This design comes from an exercise in tuning for small area on the open sky130 flow, not from production work. In this exercise RTL edits were held to simulation tests only and were not proved equivalent to the original. Power is estimated from default activity; no workload was simulated.

Setup of build 7:
// image_processor
module image_processor #(parameter WIDTH = 100, parameter DATA_WIDTH = 8) (
    input clk,
    input rst_n,
    input shift_en,
    input [3*DATA_WIDTH-1:0] data_in,
    output logic [3*DATA_WIDTH-1:0] out_pixel
);
Settings: LEC_CHECK=0, CAP_MARGIN=20, CORE_MARGIN=2, CORE_UTILIZATION=65, PLACE_DENSITY=0.75, SLEW_MARGIN=20; clock period 6.0 ns.
standard.sh (not shown) runs the stock make flow with config.mk's settings and CLKGATE_MAP_FILE= SYNTH_SCRIPT=/design/flow/synth_recipe.tcl, a recipe that flattens the netlist after the stock synthesis.
==> flow/flow/run.sh <==
#!/bin/bash
# Own flow: the standard layout (standard.sh, standard synthesis and
# floorplan/power grid unchanged), with the clock tree built from larger
# sink clusters and without dummy loads, and the ports buffered with the
# smallest buffer. Each step's full log stays in orfs/logs/; make's own
# output goes to standard.log.
set -euo pipefail
cd "$(dirname "$0")/.."
export CTS_ARGS="-sink_clustering_enable -repair_clock_nets -sink_clustering_size ${CTS_SIZE:-30} -sink_clustering_max_diameter ${CTS_DIAM:-60} -dont_use_dummy_load"
export BUFFER_PORTS_ARGS="-buffer_cell sky130_fd_sc_hd__buf_1"
bash standard.sh > standard.log 2>&1
Build 7 went all the way through synthesis, placement and routing and the layout is clean on timing, DRC and antenna.
The inputs of build 47 differ from those of build 7 as listed below.
==> flow/run.sh (new file) <==
#!/bin/bash
# synth_recipe.tcl (not shown) runs the flow's synth.tcl, then flattens the netlist and writes it again
# the make line also repeats each setting of config.mk as NAME=value (left out here)
make -C /OpenROAD-flow-scripts/flow DESIGN_CONFIG=/design/flow/config.mk WORK_HOME=/design/flow/orfs CLKGATE_MAP_FILE= SYNTH_SCRIPT=/design/flow/synth_recipe.tcl finish
--- a/flow/config.mk
+++ b/flow/config.mk
@@ -10,2 +10,3 @@
-export CORE_UTILIZATION = 65
-export PLACE_DENSITY = 0.75
+export CORE_UTILIZATION = 40
+export CTS_CLUSTER_DIAMETER = 40
+export CTS_CLUSTER_SIZE = 40
removed: flow/flow/run.sh
removed: flow/standard.sh
==> comparison <==
Comparing build 7 and build 47, the lower logic gate share of total power is on build 47.
Build 47 vs build 7: register-to-register path setup slack down
Comparing build 47 with build 7, the combinational power came out essentially unchanged.
Build 47 — relative contribution of the clock network to total power 13 points higher, build 7 as reference
Compared with build 7, build 47 shows a lower overall routing resource usage.
Per the comparison of build 47 with build 7, number of global-route vias before repair now sits higher; first-pass GRT wire length ~0 delta.
Of build 7 and build 47, the lower wire length belongs to build 47.
Power: build 47 draws more than build 7
Between build 7 and build 47, core area increased.
Input-level comparison between build 91 and build 47:
==> flow/flow/run.sh (new file) <==
#!/bin/bash
# Own flow: the standard layout (standard.sh, standard synthesis and
# floorplan/power grid unchanged), with the clock tree built from larger
# sink clusters and without dummy loads, and the ports buffered with the
# smallest buffer. Each step's full log stays in orfs/logs/; make's own
# output goes to standard.log.
set -euo pipefail
cd "$(dirname "$0")/.."
export CTS_ARGS="-sink_clustering_enable -repair_clock_nets -sink_clustering_size ${CTS_SIZE:-30} -sink_clustering_max_diameter ${CTS_DIAM:-60} -dont_use_dummy_load"
export BUFFER_PORTS_ARGS="-buffer_cell sky130_fd_sc_hd__buf_1"
bash standard.sh > standard.log 2>&1
cp -r orfs/logs flow_logs 2>/dev/null || true
==> flow/standard.sh (new file) <==
#!/bin/bash
# synth_recipe.tcl (not shown) runs the flow's synth.tcl, then flattens the netlist and writes it again
# the make line also repeats each setting of config.mk as NAME=value (left out here)
make -C /OpenROAD-flow-scripts/flow DESIGN_CONFIG=/design/flow/config.mk WORK_HOME=/design/flow/orfs CLKGATE_MAP_FILE= SYNTH_SCRIPT=/design/flow/synth_recipe.tcl "${@:-finish}"
--- a/flow/config.mk
+++ b/flow/config.mk
@@ -11,2 +10,0 @@
-export CTS_CLUSTER_DIAMETER = 40
-export CTS_CLUSTER_SIZE = 40
removed: flow/run.sh
Compared with build 47, build 91 ends up with less cell area. Compared with build 47, in build 91 global-route wire length before repair now smaller, growth of design area from synthesis to finish down 6.6 points, sequential share of layout area rose by 4.8 points.

-- what the ideal ports hide --
How much do the figures lean on ideal ports? The routed layouts below were timed once more, with nothing changed but the port constraints. Step 1 assumes that a clkbuf_16 drives the clock port and a buf_2 every other input. Step 2 times the ports against the registers' clock, not the clock port: input delays grow and output delays shrink by t, the midpoint of the rising clock arrivals with the driver on. a / b / c = ideal / step 1 / step 2; a / b = the first two.
run | shift t [ns] | setup WS [ns] | hold slack, ns | worst setup path after step 2 | pins driven straight from the clock port
build 7 | 0.681 | 1.730 / 1.730 / 1.730 | 0.346 / 0.346 / 0.346 | register to register | 1
build 47 | 0.815 | 1.687 / 1.687 / 1.687 | 0.214 / 0.172 / 0.360 | register to register | 1
build 91 | 0.719 | 1.727 / 1.727 / 1.727 | 0.338 / 0.295 / 0.363 | register to register | 1
After both steps setup and hold are still met in every run listed.
